Context: an optimization exercise on an open-source flow, tuned for small area. The choices shown serve that exercise and are no tape-out recipe. Function was checked by simulation only, so behaviour that the tests miss may differ from the original. Power and IR drop assume default switching activity.

== v26 ==
## mycpu
module mycpu (
    input         rstn,
    input         clk,
    output [31:0] inst_rom_addr,
    input  [31:0] inst_rom_rdata,
    output [31:0] data_ram_addr,
    output [31:0] data_ram_wdata,
    output        data_ram_wen,
    input  [31:0] data_ram_rdata
    );
clock: 13.0 ns
lec_check: 0
cap_margin: 5
core_margin: 2
core_utilization: 50
cts_buf_list: sky130_fd_sc_hd__clkbuf_4
place_density: 0.6
setup_slack_margin: 0.3
slew_margin: 5
synth_hierarchical: 1
standard.sh (not shown) runs the stock make flow with config.mk's settings and CLKGATE_MAP_FILE= SYNTH_SCRIPT=/design/flow/synth_recipe.tcl, a recipe that flattens the netlist after the stock synthesis.
==> flow/flow/run.sh <==
#!/bin/bash
# Standard ORFS layout (the standard.sh, unchanged synthesis, floorplan,
# power grid and tap cells), with two layout settings changed:
#  - port buffers use sky130_fd_sc_hd__buf_1 instead of the default pick;
#  - clock tree: clkbuf_4 buffers, clusters of at most 9 sinks within 45 um,
#    no dummy loads.
# All tool output goes to standard.log in the work folder (and ORFS's own
# per-step logs under orfs/logs).
set -euo pipefail
cd "$(dirname "$0")/.."
bash standard.sh \
  "BUFFER_PORTS_ARGS=-buffer_cell sky130_fd_sc_hd__buf_1" \
  "CTS_ARGS=-sink_clustering_enable -repair_clock_nets -dont_use_dummy_load -buf_list sky130_fd_sc_hd__clkbuf_4 -sink_clustering_size 9 -sink_clustering_max_diameter 45" \
  finish > standard.log 2>&1
What the final checks of v26 revealed, after a flow that finished every stage, was a layout that fails on max-capacitance violations, max-slew violations.
The following lists how v35 was set up differently from v26:
- swapping 0.6 for 0.75 in PLACE_DENSITY
- swapping 50 for 60 in CORE_UTILIZATION
==> flow/flow/run.sh <==
#!/bin/bash
# Standard ORFS layout (the standard.sh, unchanged synthesis, floorplan,
# power grid and tap cells), with two layout settings changed:
#  - port buffers use sky130_fd_sc_hd__buf_1 instead of the default pick;
#  - clock tree: clkbuf_4 buffers, clusters of at most 8 sinks within 40 um,
#    no dummy loads.
# All tool output goes to standard.log in the work folder (and ORFS's own
# per-step logs under orfs/logs).
set -euo pipefail
cd "$(dirname "$0")/.."
bash standard.sh \
  "BUFFER_PORTS_ARGS=-buffer_cell sky130_fd_sc_hd__buf_1" \
  "CTS_ARGS=-sink_clustering_enable -repair_clock_nets -dont_use_dummy_load -buf_list sky130_fd_sc_hd__clkbuf_4 -sink_clustering_size 8 -sink_clustering_max_diameter 40" \
  finish > standard.log 2>&1
Results
| pin count of the biggest net entering global routing | lower: v35 |. Sort v35 and v26 by global-route usage desc -> top: v35. On number of buffers outside the clock class in the layout, v35 and v26 are basically level. Lower logic depth of the worst setup path including buffers among v35 and v26: v26. v35 has less setup slack than v26. v35 ended up with a lower routed metal-1 wirelength than v26 did. v26 -> stages 100% | layout checks FAIL | max-capacitance violations, max-slew violations. v35 completed end to end; final checks failed (max-capacitance violations, max-slew violations). Looking at final area, v35 sits 0.48% lower than v26 does.
The following lists how v32 was set up differently from v35:
- swapping 0.75 for 0.7 in PLACE_DENSITY
- swapping 60 for 50 in CORE_UTILIZATION
- swapping 5 for 10 in SLEW_MARGIN
- swapping 5 for 10 in CAP_MARGIN
==> flow/flow/run.sh <==
#!/bin/bash
# Standard ORFS layout (the standard.sh, unchanged synthesis, floorplan,
# power grid and tap cells), with two layout settings changed:
#  - port buffers use sky130_fd_sc_hd__buf_1 instead of the default pick;
#  - clock tree: clkbuf_4 buffers, clusters of at most 9 sinks within 45 um,
#    no dummy loads.
# All tool output goes to standard.log in the work folder (and ORFS's own
# per-step logs under orfs/logs).
set -euo pipefail
cd "$(dirname "$0")/.."
bash standard.sh \
  "BUFFER_PORTS_ARGS=-buffer_cell sky130_fd_sc_hd__buf_1" \
  "CTS_ARGS=-sink_clustering_enable -repair_clock_nets -dont_use_dummy_load -buf_list sky130_fd_sc_hd__clkbuf_4 -sink_clustering_size 9 -sink_clustering_max_diameter 45" \
  finish > standard.log 2>&1
==> comparison <==
| proportion of power drawn by flip-flops and latches | lower: v35 |
v32: PASS, flow complete, no timing, DRC or antenna violations
Ran to the end and failed final checks on max-capacitance violations, max-slew violations: v35.
[compare] base=v35 new=v32: proportion of power drawn by the clock network saw a decrease; sequential share of layout area lower.
--- input diff v32..v29 ---
==> flow/flow/run.sh <==
#!/bin/bash
# Standard ORFS layout (the standard.sh, unchanged synthesis, floorplan,
# power grid and tap cells), with two layout settings changed:
#  - port buffers use sky130_fd_sc_hd__buf_1 instead of the default pick;
#  - clock tree: clkbuf_4 buffers, clusters of at most 8 sinks within 40 um,
#    no dummy loads.
# All tool output goes to standard.log in the work folder (and ORFS's own
# per-step logs under orfs/logs).
set -euo pipefail
cd "$(dirname "$0")/.."
bash standard.sh \
  "BUFFER_PORTS_ARGS=-buffer_cell sky130_fd_sc_hd__buf_1" \
  "CTS_ARGS=-sink_clustering_enable -repair_clock_nets -dont_use_dummy_load -buf_list sky130_fd_sc_hd__clkbuf_4 -sink_clustering_size 8 -sink_clustering_max_diameter 40" \
  finish > standard.log 2>&1
Hold slack of v32 is on par with v29. v29 vs v32: worst supply voltage drop on vdd down. Reported for v32 and v29, max-capacitance violation count turned out identical to the last digit. On final non-filler cell area, v32 tracks v29 almost exactly. Comparing clock skew for v32 and v29, the smaller number came from v32.
The inputs of v14 differ from those of v29 as listed below.
- changing SLEW_MARGIN from 10 to 5
- changing CAP_MARGIN from 10 to 5
- changing PLACE_DENSITY from 0.7 to 0.6
Results
Diff v14..v29 | leakage component of the power | negligible. Lower worst path arrival time goes to v14 over v29. The run with more routed wire is v14, not v29. Post-route worst setup slack delta for v14 relative to v29: 0.068 ns higher. Final-layout clock buffer total grows by a few percent when moving from v29 to v14. On v14: overall power after layout is about 0.5% higher than what v29 gave. Cell count across v29 and v14: no real change. Power in combinational cells went down by a few percent going from v29 to v14. Final estimated routing congestion in global placement grows slightly when moving from v29 to v14. Lower number of inserted diodes was reported by v14, not v29.
Changes in v57 relative to v14:
- CAP_MARGIN changed from 5 to 10
- PLACE_DENSITY changed from 0.6 to 0.8
- SLEW_MARGIN changed from 5 to 10
--- outcome ---
When the final numbers for v14 and v57 were put side by side, the hold slack turned out to be greater in v57. Compared to v14, v57 has relative contribution of sequential cells to total power 0.6 points higher. [v57] combinational share of power rose 0.2 points relative to v14. Taking v14 as the reference, in v57 total CTS buffers shows a reduction of 10; setup slack now smaller.

[re-timing with driven ports]
In the flow no input, the clock included, has a driving cell. The finished layouts below were timed again as built, in two steps. Step 1: set_driving_cell puts a clkbuf_16 on clk and a buf_2 on each other input, an assumption about the parent block. Step 2 adds t to the input delays and takes it off the output delays; t is the mean of the earliest and latest rising clock arrival at the registers after step 1. Input paths then give back, and output paths get back, about the clock's delay inside the block. Three values: no drivers, after step 1, after step 2; two values: the first two.
| run | shift t [ns] | setup slack, ns | hold WS [ns] | pins driven straight from the clock port |
|---|---|---|---|---|
| v26 | 1.164 | 0.675 / 0.647 / 0.647 | 0.486 / 0.486 / 0.486 | 1 |
| v35 | 1.130 | 0.341 / 0.309 / 0.309 | 0.476 / 0.476 / 0.476 | 1 |
| v32 | 1.165 | 0.476 / 0.450 / 0.450 | 0.482 / 0.482 / 0.482 | 1 |
| v29 | 1.170 | 0.485 / 0.459 / 0.459 | 0.480 / 0.480 / 0.480 | 1 |
| v14 | 1.174 | 0.553 / 0.526 / 0.526 | 0.480 / 0.480 / 0.480 | 1 |
| v57 | 1.134 | 0.301 / 0.273 / 0.273 | 0.485 / 0.485 / 0.485 | 1 |
For v35, which loses most, drivers alone change the setup slack by -0.032 ns; drivers and shift together by -0.032 ns.
